From an optimization exercise on the open Yosys and OpenROAD flow, aimed at small area; shortcuts taken in it are not production practice. In this exercise RTL edits were held to simulation tests only and were not proved equivalent to the original.

==> flow/design.v (outline; a module is shown in full before it is edited, if it fits) <==
// module cordic_cia: 39 lines
// module cordic_sx: 32 lines
// module cordic_tsh: 23 lines
// module cordic: 941 lines
module cordic (
	input clk,
	input rst,
	input in_valid,
	input signed [31:0] angle,
	output reg out_valid,
	output signed [31:0] cosine,
	output signed [31:0] sine,
	output signed [31:0] finalAngle
);
  // ...
==> flow/run.sh <==
#!/bin/bash
# synth_recipe.tcl (not shown) runs the flow's synth.tcl, then flattens the netlist and writes it again
# the make line also repeats each setting of config.mk as NAME=value (left out here)
make -C /OpenROAD-flow-scripts/flow DESIGN_CONFIG=/design/flow/config.mk WORK_HOME=/design/flow/orfs CLKGATE_MAP_FILE= SYNTH_SCRIPT=/design/flow/synth_recipe.tcl finish
==> flow/config.mk <==
export PLATFORM = sky130hd
export DESIGN_NAME = cordic
export DESIGN_NICKNAME = cordic
export VERILOG_FILES = /design/flow/design.v
export SDC_FILE = /design/flow/constraint.sdc
export NUM_CORES = 4
export LEC_CHECK = 0
export CAP_MARGIN = 20
export CORE_MARGIN = 2
export CORE_UTILIZATION = 40
export CTS_BUF_LIST = sky130_fd_sc_hd__clkbuf_16
export CTS_CLUSTER_DIAMETER = 150
export CTS_CLUSTER_SIZE = 25
export SLEW_MARGIN = 20
==> flow/constraint.sdc <==
create_clock -name core_clock -period 15.0 [get_ports {clk}]
set_input_delay 3.0000 -clock core_clock [delete_from_list [all_inputs] [get_ports {clk}]]
set_output_delay 3.0000 -clock core_clock [all_outputs]
set_load 0.01 [all_outputs]
==> flow_metrics.env, run 1 <==
export IMPL_status="no timing/DRC/antenna violations"
export IMPL_drtIter0Drc=3265
export IMPL_cts_tree="built"
export IMPL_area_share_clock_buf_inv=0.0174
export IMPL_grt_busiest_layer="met2"
export IMPL_synthSimpleGateAreaFrac=0.145
export IMPL_place_area_um2=89100
export IMPL_stdcell_area_um2=91000
export IMPL_hold_path_endpoint="d24_s12$_DFF_P_"
export IMPL_use_met3=0.0138
export IMPL_max_freq_mhz=69.4
export IMPL_cpMaxStageDelayCell="or4_1"
export IMPL_vias=58100
export IMPL_synth_area_leader_cell="dfxtp_1"
export IMPL_drt_total_wl_um=186000
export IMPL_clkTransAtPathRegs_ns=0.09
export IMPL_pre_cts_ws_ns=0.391
export IMPL_cp_depth=32
export IMPL_max_cap_violations=0
export IMPL_grt_pass1_wl_um=305000
export IMPL_timing_rr_end="y12_s6[28]$_DFF_P_"
export IMPL_setup_violations_final=0
export IMPL_tap_cells=2821
export IMPL_fp_dieW_um=466
export IMPL_multi_input_area_share=0.605
export IMPL_buffer_area_frac=0.0192
export IMPL_path_buf_inv=3
export IMPL_inv_count=793
export IMPL_crit_arrival_ns=11.41
export IMPL_ff2ff_path_depth=55
export IMPL_nMultiInputCombCells=6472
export IMPL_avgSynthCellArea_um2=9.57
export IMPL_crit_top_cell="xnor2_1"
export IMPL_endpoint="cosine[27]"
export IMPL_wl_met1_um=83100
export IMPL_synthMuxAreaShare=0.0249
export IMPL_synth_commonest_cells="1305 x dfxtp_1, 1082 x xnor2_1, 788 x inv_1"
export IMPL_routed_wl_met2_um=94600
export IMPL_path_class="flop to primary output"
export IMPL_nNonClkBuffers=190
==> run 2, diff against run 1 <==
--- a/flow/design.v
+++ b/flow/design.v
@@ -582,161 +582,207 @@
 cordic_sx #(17, 14, 12) uly15 (.a(ly15), .b({1'b0, tx15[13:0]} ^ {15{d15_s7}}), .sgn(tx15[14] ^ d15_s7), .cin(d15_s7), .s(ly16));
 wire [0:0] nd16 = ~d16_s8;
 wire [13:0] tx16;
 wire [13:0] ty16;
 cordic_tsh #(15, 1) utx16 (.h(XH_s8), .inc(~lx16_s8[16] & lx16_s8[15]), .dec(lx16_s8[16] & lx16_s8[15]), .t(tx16));
 cordic_tsh #(15, 1) uty16 (.h(YH_s8), .inc(~ly16_s8[16] & ly16_s8[15]), .dec(ly16_s8[16] & ly16_s8[15]), .t(ty16));
 wire [16:0] lx17;
 wire [16:0] ly17;
-cordic_sx #(17, 13, 10) ulx16 (.a(lx16_s8), .b({1'b0, ty16[12:0]} ^ {14{nd16}}), .sgn(ty16[13] ^ nd16), .cin(nd16), .s(lx17));
-cordic_sx #(17, 13, 10) uly16 (.a(ly16_s8), .b({1'b0, tx16[12:0]} ^ {14{d16_s8}}), .sgn(tx16[13] ^ d16_s8), .cin(d16_s8), .s(ly17));
+cordic_sx #(17, 13, 6) ulx16 (.a(lx16_s8), .b({1'b0, ty16[12:0]} ^ {14{nd16}}), .sgn(ty16[13] ^ nd16), .cin(nd16), .s(lx17));
+cordic_sx #(17, 13, 6) uly16 (.a(ly16_s8), .b({1'b0, tx16[12:0]} ^ {14{d16_s8}}), .sgn(tx16[13] ^ d16_s8), .cin(d16_s8), .s(ly17));
 wire [0:0] nd17 = ~d17_s8;
 wire [12:0] tx17;
 wire [12:0] ty17;
 cordic_tsh #(15, 2) utx17 (.h(XH_s8), .inc(~lx17[16] & lx17[15]), .dec(lx17[16] & lx17[15]), .t(tx17));
 cordic_tsh #(15, 2) uty17 (.h(YH_s8), .inc(~ly17[16] & ly17[15]), .dec(ly17[16] & ly17[15]), .t(ty17));
 wire [16:0] lx18;
 wire [16:0] ly18;
-cordic_sx #(17, 12, 10) ulx17 (.a(lx17), .b({1'b0, ty17[11:0]} ^ {13{nd17}}), .sgn(ty17[12] ^ nd17), .cin(nd17), .s(lx18));
-cordic_sx #(17, 12, 10) uly17 (.a(ly17), .b({1'b0, tx17[11:0]} ^ {13{d17_s8}}), .sgn(tx17[12] ^ d17_s8), .cin(d17_s8), .s(ly18));
-wire [0:0] nd18 = ~d18_s9;
+cordic_sx #(17, 12, 6) ulx17 (.a(lx17), .b({1'b0, ty17[11:0]} ^ {13{nd17}}), .sgn(ty17[12] ^ nd17), .cin(nd17), .s(lx18));
+cordic_sx #(17, 12, 6) uly17 (.a(ly17), .b({1'b0, tx17[11:0]} ^ {13{d17_s8}}), .sgn(tx17[12] ^ d17_s8), .cin(d17_s8), .s(ly18));
+wire [0:0] nd18 = ~d18_s8;
 wire [11:0] tx18;
 wire [11:0] ty18;
-cordic_tsh #(15, 3) utx18 (.h(XH_s9), .inc(~lx18_s9[16] & lx18_s9[15]), .dec(lx18_s9[16] & lx18_s9[15]), .t(tx18));
-cordic_tsh #(15, 3) uty18 (.h(YH_s9), .inc(~ly18_s9[16] & ly18_s9[15]), .dec(ly18_s9[16] & ly18_s9[15]), .t(ty18));
+cordic_tsh #(15, 3) utx18 (.h(XH_s8), .inc(~lx18[16] & lx18[15]), .dec(lx18[16] & lx18[15]), .t(tx18));
+cordic_tsh #(15, 3) uty18 (.h(YH_s8), .inc(~ly18[16] & ly18[15]), .dec(ly18[16] & ly18[15]), .t(ty18));
 wire [16:0] lx19;
 wire [16:0] ly19;
-cordic_sx #(17, 11, 12) ulx18 (.a(lx18_s9), .b({1'b0, ty18[10:0]} ^ {12{nd18}}), .sgn(ty18[11] ^ nd18), .cin(nd18), .s(lx19));
-cordic_sx #(17, 11, 12) uly18 (.a(ly18_s9), .b({1'b0, tx18[10:0]} ^ {12{d18_s9}}), .sgn(tx18[11] ^ d18_s9), .cin(d18_s9), .s(ly19));
+cordic_sx #(17, 11, 6) ulx18 (.a(lx18), .b({1'b0, ty18[10:0]} ^ {12{nd18}}), .sgn(ty18[11] ^ nd18), .cin(nd18), .s(lx19));
+cordic_sx #(17, 11, 6) uly18 (.a(ly18), .b({1'b0, tx18[10:0]} ^ {12{d18_s8}}), .sgn(tx18[11] ^ d18_s8), .cin(d18_s8), .s(ly19));
 wire [0:0] nd19 = ~d19_s9;
 wire [10:0] tx19;
 wire [10:0] ty19;
-cordic_tsh #(15, 4) utx19 (.h(XH_s9), .inc(~lx19[16] & lx19[15]), .dec(lx19[16] & lx19[15]), .t(tx19));
-cordic_tsh #(15, 4) uty19 (.h(YH_s9), .inc(~ly19[16] & ly19[15]), .dec(ly19[16] & ly19[15]), .t(ty19));
+cordic_tsh #(15, 4) utx19 (.h(XH_s9), .inc(~lx19_s9[16] & lx19_s9[15]), .dec(lx19_s9[16] & lx19_s9[15]), .t(tx19));
+cordic_tsh #(15, 4) uty19 (.h(YH_s9), .inc(~ly19_s9[16] & ly19_s9[15]), .dec(ly19_s9[16] & ly19_s9[15]), .t(ty19));
 wire [16:0] lx20;
 wire [16:0] ly20;
-cordic_sx #(17, 10, 12) ulx19 (.a(lx19), .b({1'b0, ty19[9:0]} ^ {11{nd19}}), .sgn(ty19[10] ^ nd19), .cin(nd19), .s(lx20));
-cordic_sx #(17, 10, 12) uly19 (.a(ly19), .b({1'b0, tx19[9:0]} ^ {11{d19_s9}}), .sgn(tx19[10] ^ d19_s9), .cin(d19_s9), .s(ly20));
-wire [0:0] nd20 = ~d20_s10;
+cordic_sx #(17, 10, 6) ulx19 (.a(lx19_s9), .b({1'b0, ty19[9:0]} ^ {11{nd19}}), .sgn(ty19[10] ^ nd19), .cin(nd19), .s(lx20));
+cordic_sx #(17, 10, 6) uly19 (.a(ly19_s9), .b({1'b0, tx19[9:0]} ^ {11{d19_s9}}), .sgn(tx19[10] ^ d19_s9), .cin(d19_s9), .s(ly20));
+wire [0:0] nd20 = ~d20_s9;
 wire [9:0] tx20;
 wire [9:0] ty20;
-cordic_tsh #(15, 5) utx20 (.h(XH_s10), .inc(~lx20_s10[16] & lx20_s10[15]), .dec(lx20_s10[16] & lx20_s10[15]), .t(tx20));
-cordic_tsh #(15, 5) uty20 (.h(YH_s10), .inc(~ly20_s10[16] & ly20_s10[15]), .dec(ly20_s10[16] & ly20_s10[15]), .t(ty20));
+cordic_tsh #(15, 5) utx20 (.h(XH_s9), .inc(~lx20[16] & lx20[15]), .dec(lx20[16] & lx20[15]), .t(tx20));
+cordic_tsh #(15, 5) uty20 (.h(YH_s9), .inc(~ly20[16] & ly20[15]), .dec(ly20[16] & ly20[15]), .t(ty20));
 wire [16:0] lx21;
 wire [16:0] ly21;
-cordic_sx #(17, 9, 12) ulx20 (.a(lx20_s10), .b({1'b0, ty20[8:0]} ^ {10{nd20}}), .sgn(ty20[9] ^ nd20), .cin(nd20), .s(lx21));
-cordic_sx #(17, 9, 12) uly20 (.a(ly20_s10), .b({1'b0, tx20[8:0]} ^ {10{d20_s10}}), .sgn(tx20[9] ^ d20_s10), .cin(d20_s10), .s(ly21));
-wire [0:0] nd21 = ~d21_s10;
+cordic_sx #(17, 9, 6) ulx20 (.a(lx20), .b({1'b0, ty20[8:0]} ^ {10{nd20}}), .sgn(ty20[9] ^ nd20), .cin(nd20), .s(lx21));
+cordic_sx #(17, 9, 6) uly20 (.a(ly20), .b({1'b0, tx20[8:0]} ^ {10{d20_s9}}), .sgn(tx20[9] ^ d20_s9), .cin(d20_s9), .s(ly21));
+wire [0:0] nd21 = ~d21_s9;
 wire [8:0] tx21;
 wire [8:0] ty21;
-cordic_tsh #(15, 6) utx21 (.h(XH_s10), .inc(~lx21[16] & lx21[15]), .dec(lx21[16] & lx21[15]), .t(tx21));
-cordic_tsh #(15, 6) uty21 (.h(YH_s10), .inc(~ly21[16] & ly21[15]), .dec(ly21[16] & ly21[15]), .t(ty21));
+cordic_tsh #(15, 6) utx21 (.h(XH_s9), .inc(~lx21[16] & lx21[15]), .dec(lx21[16] & lx21[15]), .t(tx21));
+cordic_tsh #(15, 6) uty21 (.h(YH_s9), .inc(~ly21[16] & ly21[15]), .dec(ly21[16] & ly21[15]), .t(ty21));
 wire [16:0] lx22;
 wire [16:0] ly22;
-cordic_sx #(17, 8, 12) ulx21 (.a(lx21), .b({1'b0, ty21[7:0]} ^ {9{nd21}}), .sgn(ty21[8] ^ nd21), .cin(nd21), .s(lx22));
-cordic_sx #(17, 8, 12) uly21 (.a(ly21), .b({1'b0, tx21[7:0]} ^ {9{d21_s10}}), .sgn(tx21[8] ^ d21_s10), .cin(d21_s10), .s(ly22));
-wire [0:0] nd22 = ~d22_s11;
+cordic_sx #(17, 8, 6) ulx21 (.a(lx21), .b({1'b0, ty21[7:0]} ^ {9{nd21}}), .sgn(ty21[8] ^ nd21), .cin(nd21), .s(lx22));
+cordic_sx #(17, 8, 6) uly21 (.a(ly21), .b({1'b0, tx21[7:0]} ^ {9{d21_s9}}), .sgn(tx21[8] ^ d21_s9), .cin(d21_s9), .s(ly22));
+wire [8:0] LXH = lx22[16:8];
+wire [8:0] LYH = ly22[16:8];
+wire [9:0] mx22 = {2'b00, lx22[7:0]};
+wire [9:0] my22 = {2'b00, ly22[7:0]};
+wire [0:0] nd22 = ~d22_s10;
+wire [1:0] kx22;
+wire [1:0] ky22;
+cordic_tsh #(9, 7) ukx22 (.h(LXH_s10), .inc(~mx22_s10[9] & mx22_s10[8]), .dec(mx22_s10[9] & mx22_s10[8]), .t(kx22));
+cordic_tsh #(9, 7) uky22 (.h(LYH_s10), .inc(~my22_s10[9] & my22_s10[8]), .dec(my22_s10[9] & my22_s10[8]), .t(ky22));
 wire [7:0] tx22;
 wire [7:0] ty22;
-cordic_tsh #(15, 7) utx22 (.h(XH_s11), .inc(~lx22_s11[16] & lx22_s11[15]), .dec(lx22_s11[16] & lx22_s11[15]), .t(tx22));
-cordic_tsh #(15, 7) uty22 (.h(YH_s11), .inc(~ly22_s11[16] & ly22_s11[15]), .dec(ly22_s11[16] & ly22_s11[15]), .t(ty22));
-wire [16:0] lx23;
-wire [16:0] ly23;
-cordic_sx #(17, 7, 14) ulx22 (.a(lx22_s11), .b({1'b0, ty22[6:0]} ^ {8{nd22}}), .sgn(ty22[7] ^ nd22), .cin(nd22), .s(lx23));
-cordic_sx #(17, 7, 14) uly22 (.a(ly22_s11), .b({1'b0, tx22[6:0]} ^ {8{d22_s11}}), .sgn(tx22[7] ^ d22_s11), .cin(d22_s11), .s(ly23));
-wire [0:0] nd23 = ~d23_s11;
+cordic_tsh #(15, 7) utx22 (.h(XH_s10), .inc(~kx22[1] & kx22[0]), .dec(kx22[1] & kx22[0]), .t(tx22));
+cordic_tsh #(15, 7) uty22 (.h(YH_s10), .inc(~ky22[1] & ky22[0]), .dec(ky22[1] & ky22[0]), .t(ty22));
+wire [9:0] mx23;
+wire [9:0] my23;
+cordic_sx #(10, 7, 6) ulx22 (.a(mx22_s10), .b({1'b0, ty22[6:0]} ^ {8{nd22}}), .sgn(ty22[7] ^ nd22), .cin(nd22), .s(mx23));
+cordic_sx #(10, 7, 6) uly22 (.a(my22_s10), .b({1'b0, tx22[6:0]} ^ {8{d22_s10}}), .sgn(tx22[7] ^ d22_s10), .cin(d22_s10), .s(my23));
+wire [0:0] nd23 = ~d23_s10;
+wire [1:0] kx23;
+wire [1:0] ky23;
+cordic_tsh #(9, 7) ukx23 (.h(LXH_s10), .inc(~mx23[9] & mx23[8]), .dec(mx23[9] & mx23[8]), .t(kx23));
+cordic_tsh #(9, 7) uky23 (.h(LYH_s10), .inc(~my23[9] & my23[8]), .dec(my23[9] & my23[8]), .t(ky23));
 wire [6:0] tx23;
 wire [6:0] ty23;
-cordic_tsh #(15, 8) utx23 (.h(XH_s11), .inc(~lx23[16] & lx23[15]), .dec(lx23[16] & lx23[15]), .t(tx23));
-cordic_tsh #(15, 8) uty23 (.h(YH_s11), .inc(~ly23[16] & ly23[15]), .dec(ly23[16] & ly23[15]), .t(ty23));
-wire [16:0] lx24;
-wire [16:0] ly24;
-cordic_sx #(17, 6, 14) ulx23 (.a(lx23), .b({1'b0, ty23[5:0]} ^ {7{nd23}}), .sgn(ty23[6] ^ nd23), .cin(nd23), .s(lx24));
-cordic_sx #(17, 6, 14) uly23 (.a(ly23), .b({1'b0, tx23[5:0]} ^ {7{d23_s11}}), .sgn(tx23[6] ^ d23_s11), .cin(d23_s11), .s(ly24));
-wire [0:0] nd24 = ~d24_s12;
+cordic_tsh #(15, 8) utx23 (.h(XH_s10), .inc(~kx23[1] & kx23[0]), .dec(kx23[1] & kx23[0]), .t(tx23));
+cordic_tsh #(15, 8) uty23 (.h(YH_s10), .inc(~ky23[1] & ky23[0]), .dec(ky23[1] & ky23[0]), .t(ty23));
+wire [9:0] mx24;
+wire [9:0] my24;
+cordic_sx #(10, 6, 6) ulx23 (.a(mx23), .b({1'b0, ty23[5:0]} ^ {7{nd23}}), .sgn(ty23[6] ^ nd23), .cin(nd23), .s(mx24));
+cordic_sx #(10, 6, 6) uly23 (.a(my23), .b({1'b0, tx23[5:0]} ^ {7{d23_s10}}), .sgn(tx23[6] ^ d23_s10), .cin(d23_s10), .s(my24));
+wire [0:0] nd24 = ~d24_s10;
+wire [1:0] kx24;
+wire [1:0] ky24;
+cordic_tsh #(9, 7) ukx24 (.h(LXH_s10), .inc(~mx24[9] & mx24[8]), .dec(mx24[9] & mx24[8]), .t(kx24));
+cordic_tsh #(9, 7) uky24 (.h(LYH_s10), .inc(~my24[9] & my24[8]), .dec(my24[9] & my24[8]), .t(ky24));
 wire [5:0] tx24;
 wire [5:0] ty24;
-cordic_tsh #(15, 9) utx24 (.h(XH_s12), .inc(~lx24_s12[16] & lx24_s12[15]), .dec(lx24_s12[16] & lx24_s12[15]), .t(tx24));
-cordic_tsh #(15, 9) uty24 (.h(YH_s12), .inc(~ly24_s12[16] & ly24_s12[15]), .dec(ly24_s12[16] & ly24_s12[15]), .t(ty24));
-wire [16:0] lx25;
-wire [16:0] ly25;
-cordic_sx #(17, 5, 12) ulx24 (.a(lx24_s12), .b({1'b0, ty24[4:0]} ^ {6{nd24}}), .sgn(ty24[5] ^ nd24), .cin(nd24), .s(lx25));
-cordic_sx #(17, 5, 12) uly24 (.a(ly24_s12), .b({1'b0, tx24[4:0]} ^ {6{d24_s12}}), .sgn(tx24[5] ^ d24_s12), .cin(d24_s12), .s(ly25));
-wire [0:0] nd25 = ~d25_s12;
+cordic_tsh #(15, 9) utx24 (.h(XH_s10), .inc(~kx24[1] & kx24[0]), .dec(kx24[1] & kx24[0]), .t(tx24));
+cordic_tsh #(15, 9) uty24 (.h(YH_s10), .inc(~ky24[1] & ky24[0]), .dec(ky24[1] & ky24[0]), .t(ty24));
+wire [9:0] mx25;
+wire [9:0] my25;
+cordic_sx #(10, 5, 6) ulx24 (.a(mx24), .b({1'b0, ty24[4:0]} ^ {6{nd24}}), .sgn(ty24[5] ^ nd24), .cin(nd24), .s(mx25));
+cordic_sx #(10, 5, 6) uly24 (.a(my24), .b({1'b0, tx24[4:0]} ^ {6{d24_s10}}), .sgn(tx24[5] ^ d24_s10), .cin(d24_s10), .s(my25));
+wire [0:0] nd25 = ~d25_s10;
+wire [1:0] kx25;
+wire [1:0] ky25;
+cordic_tsh #(9, 7) ukx25 (.h(LXH_s10), .inc(~mx25[9] & mx25[8]), .dec(mx25[9] & mx25[8]), .t(kx25));
+cordic_tsh #(9, 7) uky25 (.h(LYH_s10), .inc(~my25[9] & my25[8]), .dec(my25[9] & my25[8]), .t(ky25));
 wire [4:0] tx25;
 wire [4:0] ty25;
-cordic_tsh #(15, 10) utx25 (.h(XH_s12), .inc(~lx25[16] & lx25[15]), .dec(lx25[16] & lx25[15]), .t(tx25));
-cordic_tsh #(15, 10) uty25 (.h(YH_s12), .inc(~ly25[16] & ly25[15]), .dec(ly25[16] & ly25[15]), .t(ty25));
-wire [16:0] lx26;
-wire [16:0] ly26;
-cordic_sx #(17, 4, 12) ulx25 (.a(lx25), .b({1'b0, ty25[3:0]} ^ {5{nd25}}), .sgn(ty25[4] ^ nd25), .cin(nd25), .s(lx26));
-cordic_sx #(17, 4, 12) uly25 (.a(ly25), .b({1'b0, tx25[3:0]} ^ {5{d25_s12}}), .sgn(tx25[4] ^ d25_s12), .cin(d25_s12), .s(ly26));
-wire [0:0] nd26 = ~d26_s12;
+cordic_tsh #(15, 10) utx25 (.h(XH_s10), .inc(~kx25[1] & kx25[0]), .dec(kx25[1] & kx25[0]), .t(tx25));
+cordic_tsh #(15, 10) uty25 (.h(YH_s10), .inc(~ky25[1] & ky25[0]), .dec(ky25[1] & ky25[0]), .t(ty25));
+wire [9:0] mx26;
+wire [9:0] my26;
+cordic_sx #(10, 4, 6) ulx25 (.a(mx25), .b({1'b0, ty25[3:0]} ^ {5{nd25}}), .sgn(ty25[4] ^ nd25), .cin(nd25), .s(mx26));
+cordic_sx #(10, 4, 6) uly25 (.a(my25), .b({1'b0, tx25[3:0]} ^ {5{d25_s10}}), .sgn(tx25[4] ^ d25_s10), .cin(d25_s10), .s(my26));
+wire [0:0] nd26 = ~d26_s11;
+wire [1:0] kx26;
+wire [1:0] ky26;
+cordic_tsh #(9, 7) ukx26 (.h(LXH_s11), .inc(~mx26_s11[9] & mx26_s11[8]), .dec(mx26_s11[9] & mx26_s11[8]), .t(kx26));
+cordic_tsh #(9, 7) uky26 (.h(LYH_s11), .inc(~my26_s11[9] & my26_s11[8]), .dec(my26_s11[9] & my26_s11[8]), .t(ky26));
 wire [3:0] tx26;
 wire [3:0] ty26;
-cordic_tsh #(15, 11) utx26 (.h(XH_s12), .inc(~lx26[16] & lx26[15]), .dec(lx26[16] & lx26[15]), .t(tx26));
-cordic_tsh #(15, 11) uty26 (.h(YH_s12), .inc(~ly26[16] & ly26[15]), .dec(ly26[16] & ly26[15]), .t(ty26));
-wire [16:0] lx27;
-wire [16:0] ly27;
-cordic_sx #(17, 3, 12) ulx26 (.a(lx26), .b({1'b0, ty26[2:0]} ^ {4{nd26}}), .sgn(ty26[3] ^ nd26), .cin(nd26), .s(lx27));
-cordic_sx #(17, 3, 12) uly26 (.a(ly26), .b({1'b0, tx26[2:0]} ^ {4{d26_s12}}), .sgn(tx26[3] ^ d26_s12), .cin(d26_s12), .s(ly27));
-wire [0:0] nd27 = ~d27_s13;
+cordic_tsh #(15, 11) utx26 (.h(XH_s11), .inc(~kx26[1] & kx26[0]), .dec(kx26[1] & kx26[0]), .t(tx26));
+cordic_tsh #(15, 11) uty26 (.h(YH_s11), .inc(~ky26[1] & ky26[0]), .dec(ky26[1] & ky26[0]), .t(ty26));
+wire [9:0] mx27;
+wire [9:0] my27;
+cordic_sx #(10, 3, 8) ulx26 (.a(mx26_s11), .b({1'b0, ty26[2:0]} ^ {4{nd26}}), .sgn(ty26[3] ^ nd26), .cin(nd26), .s(mx27));
+cordic_sx #(10, 3, 8) uly26 (.a(my26_s11), .b({1'b0, tx26[2:0]} ^ {4{d26_s11}}), .sgn(tx26[3] ^ d26_s11), .cin(d26_s11), .s(my27));
+wire [0:0] nd27 = ~d27_s11;
+wire [1:0] kx27;
+wire [1:0] ky27;
+cordic_tsh #(9, 7) ukx27 (.h(LXH_s11), .inc(~mx27[9] & mx27[8]), .dec(mx27[9] & mx27[8]), .t(kx27));
+cordic_tsh #(9, 7) uky27 (.h(LYH_s11), .inc(~my27[9] & my27[8]), .dec(my27[9] & my27[8]), .t(ky27));
 wire [2:0] tx27;
 wire [2:0] ty27;
-cordic_tsh #(15, 12) utx27 (.h(XH_s13), .inc(~lx27_s13[16] & lx27_s13[15]), .dec(lx27_s13[16] & lx27_s13[15]), .t(tx27));
-cordic_tsh #(15, 12) uty27 (.h(YH_s13), .inc(~ly27_s13[16] & ly27_s13[15]), .dec(ly27_s13[16] & ly27_s13[15]), .t(ty27));
-wire [16:0] lx28;
-wire [16:0] ly28;
-cordic_sx #(17, 2, 12) ulx27 (.a(lx27_s13), .b({1'b0, ty27[1:0]} ^ {3{nd27}}), .sgn(ty27[2] ^ nd27), .cin(nd27), .s(lx28));
-cordic_sx #(17, 2, 12) uly27 (.a(ly27_s13), .b({1'b0, tx27[1:0]} ^ {3{d27_s13}}), .sgn(tx27[2] ^ d27_s13), .cin(d27_s13), .s(ly28));
-wire [0:0] nd28 = ~d28_s13;
+cordic_tsh #(15, 12) utx27 (.h(XH_s11), .inc(~kx27[1] & kx27[0]), .dec(kx27[1] & kx27[0]), .t(tx27));
+cordic_tsh #(15, 12) uty27 (.h(YH_s11), .inc(~ky27[1] & ky27[0]), .dec(ky27[1] & ky27[0]), .t(ty27));
+wire [9:0] mx28;
+wire [9:0] my28;
+cordic_sx #(10, 2, 8) ulx27 (.a(mx27), .b({1'b0, ty27[1:0]} ^ {3{nd27}}), .sgn(ty27[2] ^ nd27), .cin(nd27), .s(mx28));
+cordic_sx #(10, 2, 8) uly27 (.a(my27), .b({1'b0, tx27[1:0]} ^ {3{d27_s11}}), .sgn(tx27[2] ^ d27_s11), .cin(d27_s11), .s(my28));
+wire [0:0] nd28 = ~d28_s11;
+wire [1:0] kx28;
+wire [1:0] ky28;
+cordic_tsh #(9, 7) ukx28 (.h(LXH_s11), .inc(~mx28[9] & mx28[8]), .dec(mx28[9] & mx28[8]), .t(kx28));
+cordic_tsh #(9, 7) uky28 (.h(LYH_s11), .inc(~my28[9] & my28[8]), .dec(my28[9] & my28[8]), .t(ky28));
 wire [1:0] tx28;
 wire [1:0] ty28;
-cordic_tsh #(15, 13) utx28 (.h(XH_s13), .inc(~lx28[16] & lx28[15]), .dec(lx28[16] & lx28[15]), .t(tx28));
-cordic_tsh #(15, 13) uty28 (.h(YH_s13), .inc(~ly28[16] & ly28[15]), .dec(ly28[16] & ly28[15]), .t(ty28));
-wire [16:0] lx29;
-wire [16:0] ly29;
-cordic_sx #(17, 1, 12) ulx28 (.a(lx28), .b({1'b0, ty28[0:0]} ^ {2{nd28}}), .sgn(ty28[1] ^ nd28), .cin(nd28), .s(lx29));
-cordic_sx #(17, 1, 12) uly28 (.a(ly28), .b({1'b0, tx28[0:0]} ^ {2{d28_s13}}), .sgn(tx28[1] ^ d28_s13), .cin(d28_s13), .s(ly29));
-wire [0:0] nd29 = ~d29_s13;
+cordic_tsh #(15, 13) utx28 (.h(XH_s11), .inc(~kx28[1] & kx28[0]), .dec(kx28[1] & kx28[0]), .t(tx28));
+cordic_tsh #(15, 13) uty28 (.h(YH_s11), .inc(~ky28[1] & ky28[0]), .dec(ky28[1] & ky28[0]), .t(ty28));
+wire [9:0] mx29;
+wire [9:0] my29;
+cordic_sx #(10, 1, 8) ulx28 (.a(mx28), .b({1'b0, ty28[0:0]} ^ {2{nd28}}), .sgn(ty28[1] ^ nd28), .cin(nd28), .s(mx29));
+cordic_sx #(10, 1, 8) uly28 (.a(my28), .b({1'b0, tx28[0:0]} ^ {2{d28_s11}}), .sgn(tx28[1] ^ d28_s11), .cin(d28_s11), .s(my29));
+wire [0:0] nd29 = ~d29_s12;
+wire [1:0] kx29;
+wire [1:0] ky29;
+cordic_tsh #(9, 7) ukx29 (.h(LXH_s12), .inc(~mx29_s12[9] & mx29_s12[8]), .dec(mx29_s12[9] & mx29_s12[8]), .t(kx29));
+cordic_tsh #(9, 7) uky29 (.h(LYH_s12), .inc(~my29_s12[9] & my29_s12[8]), .dec(my29_s12[9] & my29_s12[8]), .t(ky29));
 wire [0:0] tx29;
 wire [0:0] ty29;
-cordic_tsh #(15, 14) utx29 (.h(XH_s13), .inc(~lx29[16] & lx29[15]), .dec(lx29[16] & lx29[15]), .t(tx29));
-cordic_tsh #(15, 14) uty29 (.h(YH_s13), .inc(~ly29[16] & ly29[15]), .dec(ly29[16] & ly29[15]), .t(ty29));
-wire [16:0] lx30;
-wire [16:0] ly30;
-cordic_sx #(17, 0, 12) ulx29 (.a(lx29), .b(1'b0 ^ {1{nd29}}), .sgn(ty29[0] ^ nd29), .cin(nd29), .s(lx30));
-cordic_sx #(17, 0, 12) uly29 (.a(ly29), .b(1'b0 ^ {1{d29_s13}}), .sgn(tx29[0] ^ d29_s13), .cin(d29_s13), .s(ly30));
-wire [0:0] nd30 = ~d30_s13;
+cordic_tsh #(15, 14) utx29 (.h(XH_s12), .inc(~kx29[1] & kx29[0]), .dec(kx29[1] & kx29[0]), .t(tx29));
+cordic_tsh #(15, 14) uty29 (.h(YH_s12), .inc(~ky29[1] & ky29[0]), .dec(ky29[1] & ky29[0]), .t(ty29));
+wire [9:0] mx30;
+wire [9:0] my30;
+cordic_sx #(10, 0, 8) ulx29 (.a(mx29_s12), .b(1'b0 ^ {1{nd29}}), .sgn(ty29[0] ^ nd29), .cin(nd29), .s(mx30));
+cordic_sx #(10, 0, 8) uly29 (.a(my29_s12), .b(1'b0 ^ {1{d29_s12}}), .sgn(tx29[0] ^ d29_s12), .cin(d29_s12), .s(my30));
+wire [0:0] nd30 = ~d30_s12;
+wire [1:0] kx30;
+wire [1:0] ky30;
+cordic_tsh #(9, 7) ukx30 (.h(LXH_s12), .inc(~mx30[9] & mx30[8]), .dec(mx30[9] & mx30[8]), .t(kx30));
+cordic_tsh #(9, 7) uky30 (.h(LYH_s12), .inc(~my30[9] & my30[8]), .dec(my30[9] & my30[8]), .t(ky30));
 wire [0:0] tx30;
 wire [0:0] ty30;
-cordic_tsh #(15, 14) utx30 (.h(XH_s13), .inc(~lx30[16] & lx30[15]), .dec(lx30[16] & lx30[15]), .t(tx30));
-cordic_tsh #(15, 14) uty30 (.h(YH_s13), .inc(~ly30[16] & ly30[15]), .dec(ly30[16] & ly30[15]), .t(ty30));
-wire [16:0] lx31;
-wire [16:0] ly31;
-cordic_sx #(17, 0, 12) ulx30 (.a(lx30), .b(1'b0 ^ {1{nd30}}), .sgn(ty30[0] ^ nd30), .cin(nd30), .s(lx31));
-cordic_sx #(17, 0, 12) uly30 (.a(ly30), .b(1'b0 ^ {1{d30_s13}}), .sgn(tx30[0] ^ d30_s13), .cin(d30_s13), .s(ly31));
+cordic_tsh #(15, 14) utx30 (.h(XH_s12), .inc(~kx30[1] & kx30[0]), .dec(kx30[1] & kx30[0]), .t(tx30));
+cordic_tsh #(15, 14) uty30 (.h(YH_s12), .inc(~ky30[1] & ky30[0]), .dec(ky30[1] & ky30[0]), .t(ty30));
+wire [9:0] mx31;
+wire [9:0] my31;
+cordic_sx #(10, 0, 8) ulx30 (.a(mx30), .b(1'b0 ^ {1{nd30}}), .sgn(ty30[0] ^ nd30), .cin(nd30), .s(mx31));
+cordic_sx #(10, 0, 8) uly30 (.a(my30), .b(1'b0 ^ {1{d30_s12}}), .sgn(tx30[0] ^ d30_s12), .cin(d30_s12), .s(my31));
+wire [8:0] GXR;
+wire [8:0] GYR;
+cordic_tsh #(9, 0) ugx (.h(LXH_s12), .inc(~mx31[9] & mx31[8]), .dec(mx31[9] & mx31[8]), .t(GXR));
+cordic_tsh #(9, 0) ugy (.h(LYH_s12), .inc(~my31[9] & my31[8]), .dec(my31[9] & my31[8]), .t(GYR));
+wire [16:0] lx31 = {GXR, mx31[7:0]};
+wire [16:0] ly31 = {GYR, my31[7:0]};
 wire [14:0] XR;
 wire [14:0] YR;
-cordic_tsh #(15, 0) urx (.h(XH_s13), .inc(~lx31[16] & lx31[15]), .dec(lx31[16] & lx31[15]), .t(XR));
-cordic_tsh #(15, 0) ury (.h(YH_s13), .inc(~ly31[16] & ly31[15]), .dec(ly31[16] & ly31[15]), .t(YR));
+cordic_tsh #(15, 0) urx (.h(XH_s12), .inc(~lx31[16] & lx31[15]), .dec(lx31[16] & lx31[15]), .t(XR));
+cordic_tsh #(15, 0) ury (.h(YH_s12), .inc(~ly31[16] & ly31[15]), .dec(ly31[16] & ly31[15]), .t(YR));
 wire [29:0] x31 = {XR, lx31[14:0]};
 wire [29:0] y31 = {YR, ly31[14:0]};
 assign sine = {{2{x31[29]}}, x31};
 assign cosine = {{2{y31[29]}}, y31};
-assign finalAngle = {1'b0, fin_s13};
-reg [11:0] vpipe;
+assign finalAngle = {1'b0, fin_s12};
+reg [10:0] vpipe;
 always @(posedge clk) begin
 	if (rst) begin
-		vpipe <= 12'd0;
+		vpipe <= 11'd0;
 		out_valid <= 1'b0;
 	end else begin
-		vpipe <= {vpipe[10:0], in_valid};
-		out_valid <= vpipe[11];
+		vpipe <= {vpipe[9:0], in_valid};
+		out_valid <= vpipe[10];
 	end
 end
 reg [29:0] w0_s1;
 always @(posedge clk) w0_s1 <= w0;
 reg [26:0] w3_s2;
 always @(posedge clk) w3_s2 <= w3;
 reg [22:0] w7_s3;
 always @(posedge clk) w7_s3 <= w7;
@@ -845,191 +891,161 @@
 reg [0:0] d15_s6;
 always @(posedge clk) d15_s6 <= d15;
 reg [0:0] d15_s7;
 always @(posedge clk) d15_s7 <= d15_s6;
 reg [14:0] XH_s8;
 always @(posedge clk) XH_s8 <= XH;
 reg [14:0] YH_s8;
 always @(posedge clk) YH_s8 <= YH;
-reg [16:0] lx16_s8;
-always @(posedge clk) lx16_s8 <= lx16;
-reg [16:0] ly16_s8;
-always @(posedge clk) ly16_s8 <= ly16;
 reg [0:0] d16_s6;
 always @(posedge clk) d16_s6 <= d16;
 reg [0:0] d16_s7;
 always @(posedge clk) d16_s7 <= d16_s6;
 reg [0:0] d16_s8;
 always @(posedge clk) d16_s8 <= d16_s7;
+reg [16:0] lx16_s8;
+always @(posedge clk) lx16_s8 <= lx16;
+reg [16:0] ly16_s8;
+always @(posedge clk) ly16_s8 <= ly16;
 reg [0:0] d17_s6;
 always @(posedge clk) d17_s6 <= d17;
 reg [0:0] d17_s7;
 always @(posedge clk) d17_s7 <= d17_s6;
 reg [0:0] d17_s8;
 always @(posedge clk) d17_s8 <= d17_s7;
-reg [14:0] XH_s9;
-always @(posedge clk) XH_s9 <= XH_s8;
-reg [14:0] YH_s9;
-always @(posedge clk) YH_s9 <= YH_s8;
-reg [16:0] lx18_s9;
-always @(posedge clk) lx18_s9 <= lx18;
-reg [16:0] ly18_s9;
-always @(posedge clk) ly18_s9 <= ly18;
 reg [0:0] d18_s6;
 always @(posedge clk) d18_s6 <= d18;
 reg [0:0] d18_s7;
 always @(posedge clk) d18_s7 <= d18_s6;
 reg [0:0] d18_s8;
 always @(posedge clk) d18_s8 <= d18_s7;
-reg [0:0] d18_s9;
-always @(posedge clk) d18_s9 <= d18_s8;
+reg [14:0] XH_s9;
+always @(posedge clk) XH_s9 <= XH_s8;
+reg [14:0] YH_s9;
+always @(posedge clk) YH_s9 <= YH_s8;
 reg [0:0] d19_s7;
 always @(posedge clk) d19_s7 <= d19;
 reg [0:0] d19_s8;
 always @(posedge clk) d19_s8 <= d19_s7;
 reg [0:0] d19_s9;
 always @(posedge clk) d19_s9 <= d19_s8;
-reg [14:0] XH_s10;
-always @(posedge clk) XH_s10 <= XH_s9;
-reg [14:0] YH_s10;
-always @(posedge clk) YH_s10 <= YH_s9;
-reg [16:0] lx20_s10;
-always @(posedge clk) lx20_s10 <= lx20;
-reg [16:0] ly20_s10;
-always @(posedge clk) ly20_s10 <= ly20;
+reg [16:0] lx19_s9;
+always @(posedge clk) lx19_s9 <= lx19;
+reg [16:0] ly19_s9;
+always @(posedge clk) ly19_s9 <= ly19;
 reg [0:0] d20_s7;
 always @(posedge clk) d20_s7 <= d20;
 reg [0:0] d20_s8;
 always @(posedge clk) d20_s8 <= d20_s7;
 reg [0:0] d20_s9;
 always @(posedge clk) d20_s9 <= d20_s8;
-reg [0:0] d20_s10;
-always @(posedge clk) d20_s10 <= d20_s9;
 reg [0:0] d21_s7;
 always @(posedge clk) d21_s7 <= d21;
 reg [0:0] d21_s8;
 always @(posedge clk) d21_s8 <= d21_s7;
 reg [0:0] d21_s9;
 always @(posedge clk) d21_s9 <= d21_s8;
-reg [0:0] d21_s10;
-always @(posedge clk) d21_s10 <= d21_s9;
-reg [14:0] XH_s11;
-always @(posedge clk) XH_s11 <= XH_s10;
-reg [14:0] YH_s11;
-always @(posedge clk) YH_s11 <= YH_s10;
-reg [16:0] lx22_s11;
-always @(posedge clk) lx22_s11 <= lx22;
-reg [16:0] ly22_s11;
-always @(posedge clk) ly22_s11 <= ly22;
+reg [14:0] XH_s10;
+always @(posedge clk) XH_s10 <= XH_s9;
+reg [14:0] YH_s10;
+always @(posedge clk) YH_s10 <= YH_s9;
 reg [0:0] d22_s7;
 always @(posedge clk) d22_s7 <= d22;
 reg [0:0] d22_s8;
 always @(posedge clk) d22_s8 <= d22_s7;
 reg [0:0] d22_s9;
 always @(posedge clk) d22_s9 <= d22_s8;
 reg [0:0] d22_s10;
 always @(posedge clk) d22_s10 <= d22_s9;
-reg [0:0] d22_s11;
-always @(posedge clk) d22_s11 <= d22_s10;
+reg [9:0] mx22_s10;
+always @(posedge clk) mx22_s10 <= mx22;
+reg [9:0] my22_s10;
+always @(posedge clk) my22_s10 <= my22;
+reg [8:0] LXH_s10;
+always @(posedge clk) LXH_s10 <= LXH;
+reg [8:0] LYH_s10;
+always @(posedge clk) LYH_s10 <= LYH;
 reg [0:0] d23_s8;
 always @(posedge clk) d23_s8 <= d23;
 reg [0:0] d23_s9;
 always @(posedge clk) d23_s9 <= d23_s8;
 reg [0:0] d23_s10;
 always @(posedge clk) d23_s10 <= d23_s9;
-reg [0:0] d23_s11;
-always @(posedge clk) d23_s11 <= d23_s10;
-reg [14:0] XH_s12;
-always @(posedge clk) XH_s12 <= XH_s11;
-reg [14:0] YH_s12;
-always @(posedge clk) YH_s12 <= YH_s11;
-reg [16:0] lx24_s12;
-always @(posedge clk) lx24_s12 <= lx24;
-reg [16:0] ly24_s12;
-always @(posedge clk) ly24_s12 <= ly24;
 reg [0:0] d24_s8;
 always @(posedge clk) d24_s8 <= d24;
 reg [0:0] d24_s9;
 always @(posedge clk) d24_s9 <= d24_s8;
 reg [0:0] d24_s10;
 always @(posedge clk) d24_s10 <= d24_s9;
-reg [0:0] d24_s11;
-always @(posedge clk) d24_s11 <= d24_s10;
-reg [0:0] d24_s12;
-always @(posedge clk) d24_s12 <= d24_s11;
 reg [0:0] d25_s8;
 always @(posedge clk) d25_s8 <= d25;
 reg [0:0] d25_s9;
 always @(posedge clk) d25_s9 <= d25_s8;
 reg [0:0] d25_s10;
 always @(posedge clk) d25_s10 <= d25_s9;
-reg [0:0] d25_s11;
-always @(posedge clk) d25_s11 <= d25_s10;
-reg [0:0] d25_s12;
-always @(posedge clk) d25_s12 <= d25_s11;
+reg [14:0] XH_s11;
+always @(posedge clk) XH_s11 <= XH_s10;
+reg [14:0] YH_s11;
+always @(posedge clk) YH_s11 <= YH_s10;
 reg [0:0] d26_s8;
 always @(posedge clk) d26_s8 <= d26;
 reg [0:0] d26_s9;
 always @(posedge clk) d26_s9 <= d26_s8;
 reg [0:0] d26_s10;
 always @(posedge clk) d26_s10 <= d26_s9;
 reg [0:0] d26_s11;
 always @(posedge clk) d26_s11 <= d26_s10;
-reg [0:0] d26_s12;
-always @(posedge clk) d26_s12 <= d26_s11;
-reg [14:0] XH_s13;
-always @(posedge clk) XH_s13 <= XH_s12;
-reg [14:0] YH_s13;
-always @(posedge clk) YH_s13 <= YH_s12;
-reg [16:0] lx27_s13;
-always @(posedge clk) lx27_s13 <= lx27;
-reg [16:0] ly27_s13;
-always @(posedge clk) ly27_s13 <= ly27;
+reg [9:0] mx26_s11;
+always @(posedge clk) mx26_s11 <= mx26;
+reg [9:0] my26_s11;
+always @(posedge clk) my26_s11 <= my26;
+reg [8:0] LXH_s11;
+always @(posedge clk) LXH_s11 <= LXH_s10;
+reg [8:0] LYH_s11;
+always @(posedge clk) LYH_s11 <= LYH_s10;
 reg [0:0] d27_s9;
 always @(posedge clk) d27_s9 <= d27;
 reg [0:0] d27_s10;
 always @(posedge clk) d27_s10 <= d27_s9;
 reg [0:0] d27_s11;
 always @(posedge clk) d27_s11 <= d27_s10;
-reg [0:0] d27_s12;
-always @(posedge clk) d27_s12 <= d27_s11;
-reg [0:0] d27_s13;
-always @(posedge clk) d27_s13 <= d27_s12;
 reg [0:0] d28_s9;
 always @(posedge clk) d28_s9 <= d28;
 reg [0:0] d28_s10;
 always @(posedge clk) d28_s10 <= d28_s9;
 reg [0:0] d28_s11;
 always @(posedge clk) d28_s11 <= d28_s10;
-reg [0:0] d28_s12;
-always @(posedge clk) d28_s12 <= d28_s11;
-reg [0:0] d28_s13;
-always @(posedge clk) d28_s13 <= d28_s12;
+reg [14:0] XH_s12;
+always @(posedge clk) XH_s12 <= XH_s11;
+reg [14:0] YH_s12;
+always @(posedge clk) YH_s12 <= YH_s11;
 reg [0:0] d29_s9;
 always @(posedge clk) d29_s9 <= d29;
 reg [0:0] d29_s10;
 always @(posedge clk) d29_s10 <= d29_s9;
 reg [0:0] d29_s11;
 always @(posedge clk) d29_s11 <= d29_s10;
 reg [0:0] d29_s12;
 always @(posedge clk) d29_s12 <= d29_s11;
-reg [0:0] d29_s13;
-always @(posedge clk) d29_s13 <= d29_s12;
+reg [9:0] mx29_s12;
+always @(posedge clk) mx29_s12 <= mx29;
+reg [9:0] my29_s12;
+always @(posedge clk) my29_s12 <= my29;
+reg [8:0] LXH_s12;
+always @(posedge clk) LXH_s12 <= LXH_s11;
+reg [8:0] LYH_s12;
+always @(posedge clk) LYH_s12 <= LYH_s11;
 reg [0:0] d30_s9;
 always @(posedge clk) d30_s9 <= d30;
 reg [0:0] d30_s10;
 always @(posedge clk) d30_s10 <= d30_s9;
 reg [0:0] d30_s11;
 always @(posedge clk) d30_s11 <= d30_s10;
 reg [0:0] d30_s12;
 always @(posedge clk) d30_s12 <= d30_s11;
-reg [0:0] d30_s13;
-always @(posedge clk) d30_s13 <= d30_s12;
 reg [30:0] fin_s10;
 always @(posedge clk) fin_s10 <= fin;
 reg [30:0] fin_s11;
 always @(posedge clk) fin_s11 <= fin_s10;
 reg [30:0] fin_s12;
 always @(posedge clk) fin_s12 <= fin_s11;
-reg [30:0] fin_s13;
-always @(posedge clk) fin_s13 <= fin_s12;
 endmodule
==> run 2 against run 1 <==
  * Synthesized cell count is 5.9% lower
  * Wire length is 7.5% lower
  * Sequential share of layout area is 1.2 points lower
  * Critical endpoint is now mx26_s11[9]$_DFF_P_
==> flow_metrics.env, run 2 <==
export IMPL_status="no timing/DRC/antenna violations"
export IMPL_crit_top_cell="fa_2"
export IMPL_synth_commonest_cells="1202 x dfxtp_1, 993 x xnor2_1, 819 x inv_1"
export IMPL_synth_area_leader_cell="dfxtp_1"
export IMPL_maxSlewHeadroom=0.352
export IMPL_stdcell_area_um2=87500
export IMPL_dp_hpwl_um=142000
export IMPL_wl_per_cell_um=15.5
export IMPL_fin_ws_ns=0.168
export IMPL_drt_total_wl_um=172000
export IMPL_insertion_delay_ns=0.70
export IMPL_hold_viol_final=0
export IMPL_hold_class="flop to flop"
export IMPL_yosys_area_top_type_share=0.300
export IMPL_area_delta_synth_final_pct=9.13
export IMPL_antenna_left=0
export IMPL_drtIter0Drc=2708
export IMPL_fin_cells=11100
export IMPL_clockBufferDepth=3
export IMPL_max_freq_mhz=67.4
export IMPL_fp_dieW_um=452
export IMPL_synth_nets=9431
export IMPL_hold_path_endpoint="a_s9[6]$_DFF_P_"
export IMPL_cts_tree="built"
export IMPL_grt_pass1_wl_um=282000
export IMPL_track_usage=0.167
export IMPL_max_cap_violations=0
export IMPL_worst_path_largest_cell_delay_ns=0.48
export IMPL_crit_arrival_ns=15.47
export IMPL_syn_area_um2=80200
export IMPL_clkTransAtPathRegs_ns=0.10
export IMPL_yosys_top_cells_area="dfxtp_1 30%, fa_1 18%, xnor2_1 11%, xor2_1 8.0%, ha_1 4.7%"
export IMPL_synthFlopType="dfxtp_1"
export IMPL_hp_start="a_s8[6]$_DFF_P_"
export IMPL_vias=54400
export IMPL_core_area_um2=199000
export IMPL_final_common_cell="dfxtp_1"
export IMPL_core_rowCount=164
export IMPL_rsz0062_at_grt="true"
export IMPL_numPortBuffers=129
export IMPL_cp_max_fo=3
export IMPL_place_inst=11000
export IMPL_post_route_period_util=0.989
export IMPL_route_detailed_drc=0
export IMPL_place_area_um2=84900
export IMPL_synth_distinct_cells=95
export IMPL_die_h_um=452
export IMPL_worst_slew_pin_slew_ns=0.972
export IMPL_antenna_found_initial=2
export IMPL_fin_skew_ns=0.0308
export IMPL_drv_slew=0
export IMPL_avgViaCountPerCell=4.89
export IMPL_synth_edf_count=0
export IMPL_setup_violations_final=0
export IMPL_whs_ns=0.317
export IMPL_required_ns=15.63
export IMPL_pre_cts_ws_ns=-0.921
export IMPL_root_buffer="clkbuf_16"
export IMPL_first_pass_iters=7
export IMPL_r2r_start="XH_s10[5]$_DFF_P_"
export IMPL_cts_made_buffers=55
export IMPL_startpoint_type="flop"
export IMPL_grt_max_degree=52
export IMPL_timing_rr_end="mx26_s11[9]$_DFF_P_"
export IMPL_synth_cells=8383
export IMPL_avgSynthCellArea_um2=9.56
export IMPL_grt_ovfl_total=0
export IMPL_ff2ff_path_depth=72
export IMPL_place_gp_congestion=0.876
export IMPL_finalSetupTns_ns=0
export IMPL_ys_seq_area_frac=0.300
export IMPL_io_pins=132
export IMPL_cpMaxStageDelayCell="or4b_4"
export IMPL_htreeDepth=2
export IMPL_critPathCaptureType="flop"
export IMPL_rrSetupSlack_ns=0.17
export IMPL_nets=9500
export IMPL_timing_hold_worst_path_depth=0
export IMPL_ys_warn_count=1
export IMPL_start_util=0.402
export IMPL_path_class="flop to flop"
export IMPL_synth_most_common_cell="dfxtp_1"
export IMPL_async_flop_share=0
export IMPL_die_area_um2=204000
export IMPL_post_route_min_period_ns=14.83
export IMPL_final_cell_mix="1175 x dfxtp_1, 979 x xnor2_1, 812 x inv_1, 722 x xor2_1, 667 x fa_1"
export IMPL_synth_seq_cells=1202
export IMPL_clkSinkCount=1202
export IMPL_grt_pass1_vias=55500
export IMPL_drive_gt1_frac=0.0705
run 2: cell type report:
| class | count | area [um2] |
|---|---|---|
| diodes | 2 | 5.00 |
| clock inverters | 9 | 123 |
| fillers | 19300 | 112000 |
| flip-flops and latches | 1202 | 24100 |
| repair buffers | 320 | 2750 |
| clock buffers | 55 | 1380 |
| multi-input cells | 6048 | 52700 |
| well taps | 2656 | 3320 |
| inverters | 825 | 3100 |
run 2: what timing repair did:
item                                    4_1_cts  5_1_grt
hold endpoints to repair                      0        0
gates resized for setup                      73      162
buffers inserted                              8       19
hold buffers                                  0        0
pin swaps                                    31       90
endpoints found under the setup margin       14       42
run 2: cell families (layout without fill, tap and decap cells):
logic type	count (synthesis)	count (layout)	share of synthesized area
AND/OR/NAND/NOR	2205	2205	0.136
XOR/XNOR	1732	1732	0.190
flip-flops	1202	1202	0.300
buffers and inverters	1133	1209	0.0535
adder cells (fa/ha/maj)	1015	1015	0.225
AO/OA/AOI/OAI	893	893	0.0695
multiplexers	202	202	0.0262
other	1	3	0.0000468
run 2: worst max path at each step:
stage | endpoint | start | slack (ns) | depth (start not counted)
6_report | mx26_s11[9]$_DFF_P_ | XH_s10[5]$_DFF_P_ | 0.17 | 72
5_1_grt | mx26_s11[9]$_DFF_P_ | XH_s10[5]$_DFF_P_ | -0.73 | 75
4_1_cts | mx26_s11[9]$_DFF_P_ | XH_s10[6]$_DFF_P_ | -0.008 | 72
3_5_place_dp | my26_s11[9]$_DFF_P_ | YH_s10[3]$_DFF_P_ | -0.92 | 68
3_3_place_gp | my26_s11[9]$_DFF_P_ | YH_s10[3]$_DFF_P_ | -0.85 | 68
2_1_floorplan | mx26_s11[9]$_DFF_P_ | LXH_s10[8]$_DFF_P_ | 0.04 | 71
run 2: through the flow:
step,util
after global placement,0.425
after CTS,0.435
after floorplan,-
after global routing,0.439
final,0.439
after detailed placement,0.426
run 2: routing by layer:
layer,part of all wire,GRT usage
met3,0.026,0.0158
met5,0,0
met1,0.42,0.196
met2,0.53,0.320
met4,0.025,0.0414
run 2: critical path: cells and delay by family, from the launching register on:
kind	cells	cell delay, ns
xor+xnor	8	1.42
flops	1	0.34
mux	6	1.16
compound gates	6	0.74
simple gates	21	3.14
fa+ha+maj	22	7.21
buf+inv	9	0.76

re-timing with driven ports:
The results above use ideal ports. As a check the final layouts listed here were re-extracted and re-timed, cells and wires unchanged. Step 1: set_driving_cell puts a clkbuf_16 on clk and a buf_2 on each other input, an assumption about the parent block. Step 2 adds t to the input delays and takes it off the output delays; t is the mean of the earliest and latest rising clock arrival at the registers after step 1. Input paths then give back, and output paths get back, about the clock's delay inside the block. Three values: no drivers, after step 1, after step 2; two values: the first two.
run | t (ns) | setup slack, ns | worst hold slack (ns) | latest minus earliest clock arrival (ns) | pins driven straight from the clock port
run 1 | 0.786 | 0.591 / 0.507 / 0.906 | 0.326 / 0.326 / 0.326 | 0.039 / 0.039 | 1
run 2 | 0.769 | 0.168 / 0.168 / 0.168 | 0.317 / 0.317 / 0.317 | 0.042 / 0.042 | 1
After both steps every run listed still meets setup and hold.
